From an optimization exercise on the open Yosys and OpenROAD flow, aimed at small area and a short achievable clock period; shortcuts taken in it are not production practice.
In this exercise RTL edits were held to simulation tests only and were not proved equivalent to the original.

==> flow/design.v <==
module signextend(input [15:0] in, output [31:0] out);
    assign out = {{16{in[15]}}, in};
endmodule
module d_flip_flop (
    input wire d,
    input wire clk,
    input wire rst,
    output reg q
);
    always @(posedge clk or posedge rst) begin
        if (rst) q <= 1'b0;
        else q <= d;
    end
endmodule
module register32 (
    input wire [31:0] d,
    input wire clk,
    input wire rst,
    output wire [31:0] q
);
    genvar i;
    generate
        for (i = 0; i < 32; i = i + 1) begin : gen_reg
            d_flip_flop dff (
                .d(d[i]),
                .clk(clk),
                .rst(rst),
                .q(q[i])
            );
        end
    endgenerate
endmodule
module instruction_memory (
    input wire load_memory,
    input wire [31:0] instr_mem_input,
    input wire [7:0] mem_addr_select,
    input wire [7:0] pc_output,
    input wire clk,
    input wire inst_reset,
    output wire [31:0] instr
);
    reg [31:0] instr_mem_q [63:0];
    integer i;
    always @(posedge clk or posedge inst_reset) begin
        if (inst_reset) begin
            for (i = 0; i < 64; i = i + 1)
                instr_mem_q[i] <= 32'b0;
        end
        else if (load_memory) begin
            instr_mem_q[mem_addr_select[5:0]] <= instr_mem_input;
        end
    end
    assign instr = instr_mem_q[pc_output[5:0]];
endmodule
module data_memory (
    input wire load_memory,
    input wire [31:0] data_mem_input,
    input wire [7:0] mem_addr_select,
    input wire [31:0] ALUresult,
    input wire [31:0] write_data,
    input wire clk,
    input wire data_reset,
    output wire [31:0] data,
    input wire Memwrite,
    input wire Memread
);
    reg [31:0] data_mem_q [63:0];
    integer i;
    always @(posedge clk or posedge data_reset) begin
        if (data_reset) begin
            for (i = 0; i < 64; i = i + 1)
                data_mem_q[i] <= 32'b0;
        end
        else if (load_memory) begin
            data_mem_q[mem_addr_select[5:0]] <= data_mem_input;
        end
        else if (Memwrite) begin
            data_mem_q[ALUresult[5:0]] <= write_data;
        end
    end
    assign data = Memread ? data_mem_q[ALUresult[5:0]] : 32'b0;
endmodule
module register_file (
    input wire reg_write,
    input wire [4:0] read_reg_no_1,
    input wire [4:0] read_reg_no_2,
    input wire [4:0] write_reg_no,
    input wire [31:0] write_data,
    output wire [31:0] read_data_1,
    output wire [31:0] read_data_2,
    input wire clk,
    input wire jal,
    input wire [7:0] pc_output,
    input wire reg_file_reset
);
    wire [31:0] reg_q [31:0];
    assign reg_q[0] = 32'b0;  
    genvar i;
    generate
        for (i = 1; i < 32; i = i + 1) begin : reg_file_gen 
            wire [31:0] d_in;
            assign d_in = (i==5'b11111)&&(jal==1'b1) ? pc_output : (reg_file_reset)          ? 32'b0 :
                         (reg_write && (write_reg_no == i)) ? write_data : reg_q[i];
            register32 reg32 (
                .d(d_in),
                .clk(clk),
                .rst(reg_file_reset),
                .q(reg_q[i])
            );
        end
    endgenerate
    assign read_data_1 = (read_reg_no_1 == 0) ? 32'b0 : reg_q[read_reg_no_1];
    assign read_data_2 = (read_reg_no_2 == 0) ? 32'b0 : reg_q[read_reg_no_2];
endmodule
module alu_i (
    input wire a,
    input wire b,
    input wire less,     
    input wire [3:0] alu_control_out,
    input wire carry_in,
    output wire result,
    output wire carry_out
);
    wire b_invert, sum, and_out, or_out;
    assign b_invert = (alu_control_out == 4'b0110 || alu_control_out == 4'b0111);  
    wire b_mux = b_invert ? ~b : b;
    assign and_out = a & b;
    assign or_out = a | b;
    assign sum = a ^ b_mux ^ carry_in;
    assign carry_out = (a & b_mux) | (a & carry_in) | (b_mux & carry_in);
    assign result = (alu_control_out == 4'b0000) ? and_out :
                    (alu_control_out == 4'b0001) ? or_out  :
                    (alu_control_out == 4'b0010 || alu_control_out == 4'b0110) ? sum :
                    (alu_control_out == 4'b0111) ? less :
                    (alu_control_out == 4'b1100) ? ~(a | b) :
                    1'b0;
endmodule
module alu_msb (
    input wire a,
    input wire b,
    input wire [3:0] alu_control_out,
    input wire carry_in,
    input wire less,          
    output wire result,
    output wire carry_out,
    output wire set,          
    output wire overflow
);
    wire b_invert = (alu_control_out == 4'b0110 || alu_control_out == 4'b0111);
    wire b_mux = b_invert ? ~b : b;
    wire sum = a ^ b_mux ^ carry_in;
    assign carry_out = (a & b_mux) | (a & carry_in) | (b_mux & carry_in);
    assign overflow = carry_in ^ carry_out;
    assign set = sum;
    assign result = (alu_control_out == 4'b0000) ? (a & b) :
                    (alu_control_out == 4'b0001) ? (a | b) :
                    (alu_control_out == 4'b0010 || alu_control_out == 4'b0110) ? sum :
                    (alu_control_out == 4'b0111) ? less :
                    (alu_control_out == 4'b1100) ? ~(a | b) :
                    1'b0;
endmodule
module alu (
    input wire [31:0] a,
    input wire [31:0] b,
    input wire [3:0] alu_control_out,
    output wire zero,
    output wire [31:0] result,
    output wire overflow
);
    wire [31:0] carry;
    wire [31:0] r;
    wire set;
    genvar i;
    generate
        for (i = 0; i < 31; i = i + 1) begin : alu_bits
            if (i == 0) begin
                alu_i alu_bit (
                    .a(a[i]),
                    .b(b[i]),
                    .less(set), 
                    .alu_control_out(alu_control_out),
                    .carry_in((alu_control_out == 4'b0110 || alu_control_out == 4'b0111) ? 1'b1 : (alu_control_out == 4'b0010) ? 1'b0 : 1'b0),
                    .result(r[i]),
                    .carry_out(carry[i])
                );
            end else begin
                alu_i alu_bit (
                    .a(a[i]),
                    .b(b[i]),
                    .less(1'b0),
                    .alu_control_out(alu_control_out),
                    .carry_in(carry[i-1]),
                    .result(r[i]),
                    .carry_out(carry[i])
                );
            end
        end
    endgenerate
    alu_msb alu_bit31 (
        .a(a[31]),
        .b(b[31]),
        .alu_control_out(alu_control_out),
        .carry_in(carry[30]),
        .less(1'b0),
        .result(r[31]),
        .carry_out(),
        .set(set),
        .overflow(overflow)
    );
    assign result = r;
    assign zero = ~|result; 
endmodule
module control(
    input wire [5:0] opcode,
    output wire RegDst,
    output wire ALUSrc,
    output wire MemtoReg,
    output wire reg_write,
    output wire Memread,
    output wire Memwrite,
    output wire branch,
    output wire [1:0] ALUop,
    output wire Jump,
    output wire jal
);
    assign RegDst   = (opcode == 6'b000000) ? 1'b1 : 1'b0;
    assign ALUSrc   = (opcode == 6'b100011 || opcode == 6'b101011) ? 1'b1 : 1'b0;
    assign MemtoReg = (opcode == 6'b100011) ? 1'b1 : 1'b0;
    assign reg_write= (opcode == 6'b000000 || opcode == 6'b100011) ? 1'b1 : 1'b0;
    assign Memread  = (opcode == 6'b100011) ? 1'b1 : 1'b0;
    assign Memwrite = (opcode == 6'b101011) ? 1'b1 : 1'b0;
    assign branch   = (opcode == 6'b000100) ? 1'b1 : 1'b0;
    assign ALUop    = (opcode == 6'b000000) ? 2'b10 :
                      (opcode == 6'b000100) ? 2'b01 :
                      2'b00;
    assign Jump=(opcode == 6'b000010) ? 1'b1 : 1'b0;
    assign jal=(opcode==6'b000011) ? 1'b1 :1'b0;
endmodule
module alucontrol(
    input wire [5:0] instr_last_6,
    input wire [1:0] ALUop,
    output wire [3:0] alu_control_out
);
    assign alu_control_out = (ALUop == 2'b00) ? 4'b0010 :
                             (ALUop == 2'b01) ? 4'b0110 :
                             (instr_last_6 == 6'b100000) ? 4'b0010 :  
                             (instr_last_6 == 6'b100010) ? 4'b0110 :  
                             (instr_last_6 == 6'b100100) ? 4'b0000 :  
                             (instr_last_6 == 6'b100101) ? 4'b0001 :  
                             (instr_last_6 == 6'b101010) ? 4'b0111 :  
                             4'b0000; 
endmodule
module program_counter(
    input wire pc_select_line,
    input wire [7:0] pc_input_0,
    input wire [7:0] pc_input_1,
    input wire Jump,
    input wire jal,
    input wire [7:0] pc_input_2,
    input wire clk,
    input wire rst,
    output reg [7:0] pc_output
);
    always @(posedge clk or posedge rst) begin
        if (rst) begin
            pc_output <= 8'b0;  
        end
        else begin
            pc_output <= (Jump | jal ) ? pc_input_2 : pc_select_line ? pc_input_1 : pc_input_0;
        end
    end
endmodule
module full_adder_8bit (
    input  [7:0] a,
    input  [7:0] b,
    input  cin,
    output [7:0] sum,
    output  cout
);
    wire [7:0] carry;
    assign sum[0]   = a[0] ^ b[0] ^ cin;
    assign carry[0] = (a[0] & b[0]) | (a[0] & cin) | (b[0] & cin);
    genvar i;
    generate
        for (i = 1; i < 8; i = i + 1) begin : adder_bits
            assign sum[i]   = a[i] ^ b[i] ^ carry[i-1];
            assign carry[i] = (a[i] & b[i]) | (a[i] & carry[i-1]) | (b[i] & carry[i-1]);
        end
    endgenerate
    assign cout = carry[7];
endmodule
module finall (
    input wire load_memory,
    input wire [31:0] instr_mem_input,
    input wire [31:0] data_mem_input,
    input wire [7:0] mem_addr_select_instr,
    input wire [7:0] mem_addr_select_data,
    input wire clk,
    input wire reset,
    input wire rst,
    output wire [7:0] pc_out,
    output wire rf_we,
    output wire [4:0] rf_waddr,
    output wire [31:0] rf_wdata,
    output wire dm_we,
    output wire [7:0] dm_addr,
    output wire [31:0] dm_wdata
);
    wire [31:0] instr;
    wire [7:0] pc_input,pc_output;
    instruction_memory im (
        .load_memory(load_memory),
        .instr_mem_input(instr_mem_input),
        .mem_addr_select(mem_addr_select_instr),
        .pc_output(pc_output),
        .clk(clk),
        .inst_reset(reset),
        .instr(instr)
    );
    wire zeroo;
    wire RegDst,ALUSrc,MemtoReg,reg_write,Memread,Memwrite,branch;
    wire pc_select_line;
    and and_gate(pc_select_line,branch,zeroo);
    wire [7:0] pc_input_0,pc_input_1;
    wire carr_out_idc,carr_out_idc2;
    wire [1:0] ALUop;
    wire Jump;
    wire jal;
  control c(.opcode(instr[31:26]),.RegDst(RegDst),.ALUSrc(ALUSrc),.MemtoReg(MemtoReg),.reg_write(reg_write),.Memread(Memread),.Memwrite(Memwrite),.branch(branch),.ALUop(ALUop),.Jump(Jump),.jal(jal));
    full_adder_8bit add1(.a(pc_output),.b(8'b00000001),.cin(1'b0),.sum(pc_input_0),.cout(carr_out_idc));
    program_counter pc(.pc_select_line(pc_select_line),.pc_input_0(pc_input_0),.pc_input_1(pc_input_1),.Jump(Jump),.jal(jal),.pc_input_2(instr[7:0]),.clk(clk),.rst(rst),.pc_output(pc_output));
    wire [31:0] read_data_1,read_data_2;
     wire [31:0] data_mem_out;
      wire [31:0] sign_ext_out;
    signextend sextend(.in(instr[15:0]),.out(sign_ext_out));
  full_adder_8bit add2(.a(pc_input_0),.b(sign_ext_out[7:0]),.cin(1'b0),.sum(pc_input_1),.cout(carr_out_idc2));
    wire [3:0] alu_control_out;
    wire [31:0] alu_result;
    wire overflow;
    alu alu_main(.a(read_data_1),.b(ALUSrc?sign_ext_out:read_data_2),.alu_control_out(alu_control_out),.zero(zeroo),.result(alu_result),.overflow(overflow));
    alucontrol a_c(.instr_last_6(instr[5:0]),.ALUop(ALUop),.alu_control_out(alu_control_out));
    register_file rf(
        .reg_write(reg_write),
        .read_reg_no_1(instr[25:21]),
        .read_reg_no_2(instr[20:16]),
        .write_reg_no(RegDst ? instr[15:11] : instr[20:16]),
        .write_data(MemtoReg?data_mem_out:alu_result),
        .read_data_1(read_data_1),
        .read_data_2(read_data_2),
        .clk(clk),
        .jal(jal),
        .pc_output(pc_output),
        .reg_file_reset(rst)
    );
    assign pc_out   = pc_output;
    assign rf_we    = jal | (reg_write & ((RegDst ? instr[15:11] : instr[20:16]) != 5'd0));
    assign rf_waddr = jal ? 5'd31 : (RegDst ? instr[15:11] : instr[20:16]);
    assign rf_wdata = jal ? {24'b0, pc_output} : (MemtoReg ? data_mem_out : alu_result);
    assign dm_we    = Memwrite & ~load_memory;
    assign dm_addr  = alu_result[7:0];
    assign dm_wdata = read_data_2;
    data_memory datam(.load_memory(load_memory),.data_mem_input(data_mem_input),.mem_addr_select(mem_addr_select_data),.ALUresult(alu_result),.write_data(read_data_2),.clk(clk),.data_reset(reset),.data(data_mem_out),.Memwrite(Memwrite),.Memread(Memread));
endmodule
==> flow/run.sh <==
#!/bin/bash
# synth_recipe.tcl (not shown) runs the flow's synth.tcl, then flattens the netlist and writes it again
# the make line also repeats each setting of config.mk as NAME=value (left out here)
make -C /OpenROAD-flow-scripts/flow DESIGN_CONFIG=/design/flow/config.mk WORK_HOME=/design/flow/orfs CLKGATE_MAP_FILE= SYNTH_SCRIPT=/design/flow/synth_recipe.tcl finish
==> flow/config.mk <==
export PLATFORM = sky130hd
export DESIGN_NAME = finall
export DESIGN_NICKNAME = finall
export VERILOG_FILES = /design/flow/design.v
export SDC_FILE = /design/flow/constraint.sdc
export NUM_CORES = 8
export LEC_CHECK = 0
export CAP_MARGIN = 20
export CORE_MARGIN = 2
export CORE_UTILIZATION = 40
export SETUP_SLACK_MARGIN = 2.0
export SLEW_MARGIN = 20
==> flow/constraint.sdc <==
create_clock -name core_clock -period 32.0 [get_ports {clk}]
set_input_delay 6.4000 -clock core_clock [delete_from_list [all_inputs] [get_ports {clk}]]
set_output_delay 6.4000 -clock core_clock [all_outputs]
set_load 0.01 [all_outputs]
==> results.toml, run 1 <==
[status]
status = "complete, no violations"

[global_route]
antenna_found_initial = 146
grt_usage_pct = 41.07
grt_overflow = 0
grt_max_degree = 186
first_global_vias = 193975
grt_pass1_wl_mm = 1667

[worst_setup_path]
crit_required_ns = 25.60
cpMostUsedCell = "fa_2"
crit_path_top_delay_cell = "a222oi_1"
regToRegSetupSlack_ns = 9.38
cp_num_buf_inv = 12
worstPathMaxFanout = 12
start_kind = "flip-flop"
reg2reg_to = "rf.reg_file_gen[30].reg32.gen_reg[4].dff.q$_DFFE_PP0P_"
critical_path.top_delay_family = "adder cells"
max_stage_delay_ns = 0.89
arrival_ns = 23.47
cp-end-kind = "output port"
r2r_start = "pc.pc_output[5]$_DFF_PP0_"
reg2reg_depth = 61
critical_path_depth = 61
criticalPathCategory = "flip-flop to output port"

[synth]
ys_seq_area_share_pct = 55.04
synth_area_um2 = 231700
async_flop_share_pct = 100.0
synth_warnings = 7
synth_nets = 22038
ys_types = 128
avgSynthCellArea_um2 = 10.58
synth_edf_count = 0
synth-seq-cells = 5096
synth_flop_cell = "dfrtp_1"
syn_inst = 21906

[min_path]
whs_path_depth = 1
hold_end = "im.instr_mem_q[6][0]$_DFFE_PP0P_"
hp-start = "im.instr_mem_q[6][0]$_DFFE_PP0P_"
hold_path_class = "flip-flop to flip-flop"

[timing]
drv_slew = 0
fin_worst_skew_ns = 0.1514
min_period_ns = 29.87
setup-tns-final_ns = 0
grt_setup_unrepaired = "false"
whs_ns = 0.4963
fin_crit_sh_pct = 93.36
setup_viol = 0
fmax_mhz = 33.47
tightest_slew_ns = 1.348
slew_headroom_pct = 10.14
hold_violations = 0
fin_ws_ns = 2.126

[placement]
gp_congestion = 1.045
dp_hpwl_mm = 765.1
dpl_worst_slack_ns = -0.2344
portBuffers = 166

[layout]
utilization_pct = 46.94
syn2layout_area_growth_pct = 16.91
nNetsFinal = 22111
drive_above_1_share_pct = 23.41

[routing]
vias_per_cell = 6.915
drtIter0Drc = 35067
ant_nets = 0
first_pass_iters = 17
wl_mm = 1239
routedWlPerCell_um = 40.95
vias = 209260
drc_errors = 0

[clock_network]
cts_hold_buf = 0
h-tree-depth = 6
clock_path_buffers = 4
cts_buffers = 569
path_clk_slew_ns = 0.06
root_buffer = "clkbuf_16"
insertion_delay_ns = 1.17
cts_tree = "built"
cts.sinks = 5096

[floorplanning]
fp.dieW_um = 765.0
die_area_um2 = 585300
num_rows = 279
pin_count = 171
die_height_um = 765.0
initial_core_util_pct = 40.15
fp.coreArea_um2 = 577000

[job]
maxCapViolations = 0
==> placed cells by master, fill, tap and decap left out, types with 108 or more instances in the layout <==
cell,count
a21oi_1,2481
a221oi_1,306
a222oi_1,116
a22o_1,368
a22oi_1,1371
and3_1,378
buf_12,108
buf_4,1300
clkbuf_1,133
clkbuf_16,581
clkbuf_8,141
clkdlybuf4s50_1,122
dfrtp_1,5091
diode_2,129
mux2_2,2084
mux2i_1,164
nand2_1,1466
nand3_1,497
nand4_1,386
nor2_1,2275
nor2_4,120
nor3_1,134
o21ai_0,530
o21ai_1,132
o32ai_1,166
==> how the worst max path moves through the flow <==
stage	startpoint	endpoint
6_report	pc.pc_output[5]$_DFF_PP0_	rf_wdata[4]
5_1_grt	pc.pc_output[1]$_DFF_PP0_	rf_wdata[0]
4_1_cts	pc.pc_output[1]$_DFF_PP0_	rf_wdata[4]
3_5_place_dp	pc.pc_output[0]$_DFF_PP0_	rf_wdata[1]
3_3_place_gp	pc.pc_output[0]$_DFF_PP0_	rf_wdata[1]
2_1_floorplan	reset	datam.data_mem_q[0][0]$_DFFE_PP0P_
==> cell families after synthesis <==
group / synth area share [%]
DFF: 55.04
AOI/OAI and AO/OA: 17.82
adders and majority gates: 0.4580
and+or+nand+nor: 11.62
xor gates and xnor gates: 0.1388
muxes: 10.97
buffers and inverters: 3.954
==> state kept, by name, indices dropped and copies added, names as in the netlist <==
| signal | count |
|---|---|
| im.instr_mem_q | 2048 |
| pc.pc_output | 8 |
| datam.data_mem_q | 2048 |
| rf.reg_file_gen.reg32.gen.dff.q | 992 |
==> metrics by stage <==
step | std cells | area (um2)
floorplan | 21906 | 231700
global placement | 29016 | 248800
detailed placement | 29028 | 249100
CTS | 30105 | 269800
global route | 30148 | 270600
finish | 30261 | 270900
==> worst reg2reg max path: cells and delay by family (launching register included) <==
family          cells  cell delay, ns
fa+ha+maj          30           12.97
simple gates       11            3.33
compound gates      7            2.72
buf+inv            11            2.46
flops               1            0.62
xor+xnor            2            0.36
==> cell type report <==
cell class	instances	area, um2
fill	53035	306200
sequential	5096	127500
multi-input combinational	14599	99600
clock buffer	853	16950
timing repair buffer	1638	14480
tap	7727	9668
clock inverter	144	1996
antenna	129	322.8
inverter	75	307.8
==> Yosys cell counts (23+ instances only) <==
| cell type | number | share of area [%] |
|---|---|---|
| buf_2 | 287 | 0.62 |
| nand2b_1 | 24 | 0.065 |
| nand3b_1 | 27 | 0.087 |
| a21oi_1 | 2507 | 5.4 |
| buf_6 | 48 | 0.23 |
| mux2_2 | 2084 | 10 |
| nor2_1 | 2433 | 3.9 |
| and4_1 | 34 | 0.13 |
| o21ai_0 | 542 | 1.2 |
| o2bb2ai_1 | 23 | 0.087 |
| buf_4 | 37 | 0.12 |
| and2_1 | 73 | 0.20 |
| nand2_1 | 1559 | 2.5 |
| a22oi_1 | 1387 | 4.5 |
| o211ai_1 | 29 | 0.094 |
| nand3_1 | 505 | 1.1 |
| a221o_1 | 37 | 0.16 |
| or3_1 | 25 | 0.068 |
| and3_1 | 386 | 1.0 |
| a211oi_1 | 41 | 0.13 |
| a32oi_1 | 54 | 0.20 |
| or4_1 | 43 | 0.14 |
| xor2_1 | 23 | 0.087 |
| a221oi_1 | 311 | 1.2 |
| nor4_1 | 108 | 0.29 |
| nand4_1 | 386 | 1.0 |
| o21ai_1 | 134 | 0.29 |
| a21boi_0 | 25 | 0.081 |
| or2_2 | 23 | 0.062 |
| buf_1 | 252 | 0.41 |
| mux2i_1 | 189 | 0.82 |
| dfrtp_1 | 5096 | 55 |
| a2111oi_0 | 142 | 0.54 |
| clkbuf_1 | 1513 | 2.5 |
| o32ai_1 | 167 | 0.63 |
| o21a_1 | 26 | 0.084 |
| o22ai_1 | 139 | 0.38 |
| fa_1 | 36 | 0.31 |
| inv_1 | 67 | 0.11 |
| a22o_1 | 368 | 1.4 |
| a222oi_1 | 116 | 0.50 |
| nor3_1 | 174 | 0.38 |
==> per-layer routing <==
metal | vias to the layer above | track usage [%] | wire length [um]
li1 | 80294 | - | -
met1 | 105763 | 52.42 | 452200
met4 | 83 | 29.12 | 109600
met5 | - | 0.6739 | 1428
met3 | 5258 | 17.07 | 184700
met2 | 17862 | 55.85 | 491400
==> timing repair <==
action | CTS | global route
cloned | 2 | 0
setup endpoints to repair | 33 | 32
resized for setup | 246 | 83
pin swaps | 54 | 36
setup buffers | 78 | 20
==> run 2: changes to the inputs <==
==> flow/design.v (replaced) <==
module finall (
    input wire load_memory,
    input wire [31:0] instr_mem_input,
    input wire [31:0] data_mem_input,
    input wire [7:0] mem_addr_select_instr,
    input wire [7:0] mem_addr_select_data,
    input wire clk,
    input wire reset,
    input wire rst,
    output wire [7:0] pc_out,
    output wire rf_we,
    output wire [4:0] rf_waddr,
    output wire [31:0] rf_wdata,
    output wire dm_we,
    output wire [7:0] dm_addr,
    output wire [31:0] dm_wdata
);
    localparam [2:0] C_NOP = 3'd0, C_R = 3'd1, C_LW = 3'd2, C_SW = 3'd3,
                     C_BEQ = 3'd4, C_J = 3'd5, C_JAL = 3'd6;
    localparam [2:0] OP_AND = 3'd0, OP_OR = 3'd1, OP_ADD = 3'd2, OP_SUB = 3'd3,
                     OP_SLT = 3'd4;
    wire [5:0] in_op = instr_mem_input[31:26];
    wire [5:0] in_fn = instr_mem_input[5:0];
    reg  [2:0] in_cls;
    reg  [2:0] in_rop;
    always @* begin
        case (in_fn)
            6'b100000: in_rop = OP_ADD;
            6'b100010: in_rop = OP_SUB;
            6'b100101: in_rop = OP_OR;
            6'b101010: in_rop = OP_SLT;
            default:   in_rop = OP_AND;
        endcase
        case (in_op)
            6'b000000: in_cls = (instr_mem_input[15:11] != 5'd0) ? C_R : C_NOP;
            6'b100011: in_cls = (instr_mem_input[20:16] != 5'd0) ? C_LW : C_NOP;
            6'b101011: in_cls = C_SW;
            6'b000100: in_cls = C_BEQ;
            6'b000010: in_cls = C_J;
            6'b000011: in_cls = C_JAL;
            default:   in_cls = C_NOP;
        endcase
    end
    wire [7:0]  in_f    = (in_op == 6'b000000) ? {in_rop, instr_mem_input[15:11]}
                                               : instr_mem_input[7:0];
    wire [20:0] in_word = {in_cls, instr_mem_input[25:16], in_f};
    wire [5:0] im_la = mem_addr_select_instr[5:0];
    reg  [20:0] im_q [0:63];
    reg  [63:0] im_v;
    integer k;
    always @(posedge clk) begin
        for (k = 0; k < 64; k = k + 1)
            if (load_memory && im_la == k) im_q[k] <= in_word;
    end
    always @(posedge clk or posedge reset) begin
        if (reset) im_v <= 64'b0;
        else if (load_memory) im_v[im_la] <= 1'b1;
    end
    reg  [7:0]  pc;
    reg  [20:0] ir;         
    reg         rst_seen;   
    wire [20:0] im0 = im_v[0] ? im_q[0] : 21'b0;
    wire [20:0] ins = rst_seen ? im0 : ir;
    wire [2:0] cls = ins[20:18];
    wire [4:0] rs  = ins[17:13];
    wire [4:0] rt  = ins[12:8];
    wire [7:0] f   = ins[7:0];
    wire [2:0] rop = f[7:5];
    wire is_r   = (cls == C_R);
    wire is_lw  = (cls == C_LW);
    wire is_sw  = (cls == C_SW);
    wire is_beq = (cls == C_BEQ);
    wire is_j   = (cls == C_J);
    wire is_jal = (cls == C_JAL);
    reg [31:0] rf_q [1:31];
    reg [31:1] rf_v;
    reg [31:0] a, b;
    always @* begin
        a = 32'b0;
        b = 32'b0;
        for (k = 1; k < 32; k = k + 1) begin
            a = a | ({32{rf_v[k] && rs == k}} & rf_q[k]);
            b = b | ({32{rf_v[k] && rt == k}} & rf_q[k]);
        end
    end
    wire        sub  = (rop == OP_SUB) || (rop == OP_SLT);
    wire [31:0] sum  = a + (sub ? ~b : b) + {31'b0, sub};
    reg  [31:0] alu;
    always @* begin
        case (rop)
            OP_OR:          alu = a | b;
            OP_ADD, OP_SUB: alu = sum;
            OP_SLT:         alu = {31'b0, sum[31]};
            default:        alu = a & b;
        endcase
    end
    wire [7:0] maddr = a[7:0] + f;
    wire [5:0]  dm_la = mem_addr_select_data[5:0];
    reg  [31:0] dm_q [0:63];
    reg  [63:0] dm_v;
    wire        st    = is_sw && !load_memory;
    wire [5:0]  dm_wa = load_memory ? dm_la : maddr[5:0];
    wire [31:0] dm_wd = load_memory ? data_mem_input : b;
    wire        dm_wr = load_memory || st;
    always @(posedge clk) begin
        for (k = 0; k < 64; k = k + 1)
            if (dm_wr && dm_wa == k) dm_q[k] <= dm_wd;
    end
    always @(posedge clk or posedge reset) begin
        if (reset) dm_v <= 64'b0;
        else if (dm_wr) dm_v[dm_wa] <= 1'b1;
    end
    reg [31:0] dm_rd;
    always @* begin
        dm_rd = 32'b0;
        for (k = 0; k < 64; k = k + 1)
            dm_rd = dm_rd | ({32{dm_v[k] && maddr[5:0] == k}} & dm_q[k]);
    end
    wire        wr_en   = is_r || is_lw || is_jal;
    wire [4:0]  wr_addr = is_jal ? 5'd31 : is_r ? f[4:0] : rt;
    wire [31:0] wr_data = is_jal ? {24'b0, pc} : is_lw ? dm_rd : alu;
    always @(posedge clk) begin
        for (k = 1; k < 32; k = k + 1)
            if (wr_en && wr_addr == k) rf_q[k] <= wr_data;
    end
    always @(posedge clk or posedge rst) begin
        if (rst) rf_v <= 31'b0;
        else
            for (k = 1; k < 32; k = k + 1)
                if (wr_en && wr_addr == k) rf_v[k] <= 1'b1;
    end
    wire [7:0] pc_inc  = pc + 8'd1;
    wire       taken   = is_beq && (a == b);
    wire [7:0] pc_next = (is_j || is_jal) ? f : taken ? pc_inc + f : pc_inc;
    always @(posedge clk or posedge rst) begin
        if (rst) pc <= 8'b0;
        else     pc <= pc_next;
    end
    always @(posedge clk or posedge rst) begin
        if (rst) rst_seen <= 1'b1;
        else     rst_seen <= 1'b0;
    end
    wire [5:0] fa = rst ? 6'd0 : pc_next[5:0];
    reg [20:0] im_rd;
    always @* begin
        im_rd = 21'b0;
        for (k = 0; k < 64; k = k + 1)
            im_rd = im_rd | ({21{im_v[k] && fa == k}} & im_q[k]);
    end
    always @(posedge clk or posedge reset) begin
        if (reset) ir <= 21'b0;
        else if (load_memory && im_la == fa) ir <= in_word;
        else ir <= im_rd;
    end
    assign pc_out   = pc;
    assign rf_we    = wr_en;
    assign rf_waddr = wr_addr;
    assign rf_wdata = wr_data;
    assign dm_we    = st;
    assign dm_addr  = maddr;
    assign dm_wdata = b;
endmodule
==> results.toml, run 2 <==
[timing]
grt_setup_unrepaired = "false"
fmax_mhz = 54.18
setup_viol = 0
fin_ws_ns = 13.54
tightest_slew_ns = 1.322
fin_crit_sh_pct = 57.68
hold_violations = 0
fin_worst_skew_ns = 0.1410
slew_headroom_pct = 10.90
min_period_ns = 18.46
drv_slew = 0
setup-tns-final_ns = 0

[global_route]
grt_usage_pct = 34.11
grt_max_degree = 85
grt_busiest_layer = "met2"
grt_use_met3_pct = 11.38
grt_pass1_wl_mm = 1031
first_global_vias = 115265
antenna_found_initial = 53
grt_overflow = 0
met1_usage_pct = 44.52
grt_use_met2_pct = 48.85

[layout]
drive_above_1_share_pct = 14.44
reg_top3 = "dm_q: 2048 flops, im_q: 1344 flops, rf_q: 992 flops"
nFillCells = 37542
layout.cells.most_common = "edfxtp_1"
syn2layout_area_growth_pct = 15.21
largest_reg_flops = 2048
nNetsFinal = 11262
final_cell_mix = "edfxtp_1 (4,384), a22oi_1 (1,166), a22o_1 (584), a221oi_1 (572), buf_4 (526)"
multiInputGateArea_um2 = 39350
seqCellArea_um2 = 136400
regMostFlops = "dm_q"

[worst_setup_path]
r2r_start = "rst_seen$_DFF_PP1_"
crit_required_ns = 25.60
worstPathMaxFanout = 55
cpMostUsedCell = "buf_4"
arrival_ns = 12.06
start_kind = "flip-flop"
criticalPathCategory = "flip-flop to output port"
critical_path.top_delay_family = "simple AND/OR/NAND/NOR gates"
startpoint = "rst_seen$_DFF_PP1_"
max_stage_delay_ns = 0.89
cp_num_buf_inv = 7
cp-end-kind = "output port"
crit_path_top_delay_cell = "nor4_1"

[synth]
synth_warnings = 4
synth-seq-cells = 4573
syn_inst = 10528
synth_flop_cell = "edfxtp_1"
synth_top_area_share_pct = 74.46
synth_area_um2 = 176800
async_flop_share_pct = 4.133
synth_nets = 10733
ys_types = 88
avgSynthCellArea_um2 = 16.79
yosysTopAreaCell = "edfxtp_1"
synth.area.top_cells = "edfxtp_1 (74%), a22oi_1 (5.0%), a22o_1 (2.9%)"
synth_commonest_cells = "edfxtp_1 (4,384), a22oi_1 (1,166), a22o_1 (584)"
ys_seq_area_share_pct = 77.14
synth_edf_count = 4384
yosysMostFrequentCell = "edfxtp_1"

[routing]
drtIter0Drc = 27662
routedWlPerCell_um = 45.26
first_pass_iters = 14
vias_per_cell = 7.169
drc_errors = 0
wl_mm = 786.1
ant_nets = 0
vias = 124522

[floorplanning]
fp.coreArea_um2 = 440800
num_rows = 244
die_area_um2 = 447300
pin_count = 171
fp.dieW_um = 668.8
die_height_um = 668.8
initial_core_util_pct = 40.10

[clock_network]
insertion_delay_ns = 1.07
cts_tree = "built"
root_buffer = "clkbuf_16"
h-tree-depth = 5
cts_hold_buf = 0
cts.sinks = 4573
path_clk_slew_ns = 0.07
clock_path_buffers = 4
cts_resized = 0
cts_setup_buffers = 0
cts_buffers = 453

[job]
maxCapViolations = 0

[min_path]
hp-start = "dm_v[50]$_DFFE_PP0P_"
hold_path_class = "flip-flop to flip-flop"

[placement]
dp_hpwl_mm = 432.9
gp_congestion = 0.9548
portBuffers = 163
dpl_worst_slack_ns = 15.14

[status]
status = "complete, no violations"
run 2: changes by cell type after synthesis, sizes merged, moves of 604 or more:
cell	change
nand2	-1226
nor2	-2084
clkbuf	-1097
mux2	-2048
a21oi	-2390
dfrtp	-4908
o21ai	-604
edfxtp	+4384
run 2: final timing paths:
check | to | slack (ns) | cells past startpoint
max | rf_wdata[22] | 13.54 | 28
min reg2reg | dm_v[50]$_DFFE_PP0P_ | 0.45 | 1
max in group asynchronous | im_v[28]$_DFFE_PP0P_ | 24.51 | 3
max reg2reg | ir[17]$_DFF_PP0_ | 19.44 | 23
min in group asynchronous | dm_v[63]$_DFFE_PP0P_ | 6.13 | 2
min | dm_v[50]$_DFFE_PP0P_ | 0.45 | 1
run 2: through the flow:
| stage | util, % | hold WS [ns] | area, um2 | cells |
|---|---|---|---|---|
| floorplan | - | 0.4197 | 176800 | 10528 |
| global placement | 42.87 | 0.4445 | 189000 | 16493 |
| detailed placement | 42.89 | 0.4393 | 189100 | 16498 |
| CTS | 46.14 | 0.4519 | 203400 | 17333 |
| global route | 46.19 | 0.4757 | 203600 | 17342 |
| finish | 46.21 | 0.4515 | 203700 | 17369 |
run 2: cells by family after synthesis:
group / after synthesis / share of synthesized area [%]
adder cells (fa/ha/maj): 121 / 0.8691
other: 1 / 0.002121
AO/OA/AOI/OAI: 3102 / 14.18
multiplexers: 55 / 0.3397
XOR/XNOR: 82 / 0.4140
AND/OR/NAND/NOR: 1853 / 5.394
buffers and inverters: 741 / 1.664
flip-flops: 4573 / 77.14
run 2: layout make-up:
class,count,share of cell area (%)
Clock inverter,283,1.258
Sequential cell,4573,66.95
Timing Repair Buffer,702,2.814
Clock buffer,552,5.789
Multi-Input combinational cell,5214,19.32
Antenna cell,28,0.03440
Tap cell,5904,3.627
Inverter,113,0.2107
run 2: per-layer routing:
metal  routed length [um]  vias up
li1                     -    45531
met2               326700    13065
met3               130100     2897
met5                  328        -
met4                63600       40
met1               265400    62989

-- static timing again, ports no longer ideal --
No port has a modelled driver above. Below, the same layouts with a new extraction and two added sets of constraints. Step 1 sets driving cells, clkbuf_16 on the clock port and buf_2 on the other inputs (assumed; they add their load-dependent delay and slew). Step 2 adds t to the input delays and takes it off the output delays; t is the mean of the earliest and latest rising clock arrival at the registers after step 1. Input paths then give back, and output paths get back, about the clock's delay inside the block. Three values: ideal, step 1, step 2; two values: the first two.
run	shift t [ns]	setup slack, ns	slew at the worst register clock pin (ns)	worst data-port slew with drivers (ns)
run 1	1.217	2.126 / 2.000 / 3.217	0.08 / 0.08	0.26
run 2	1.125	13.543 / 13.419 / 14.544	0.07 / 0.07	0.25
After both steps every run listed still meets setup and hold.
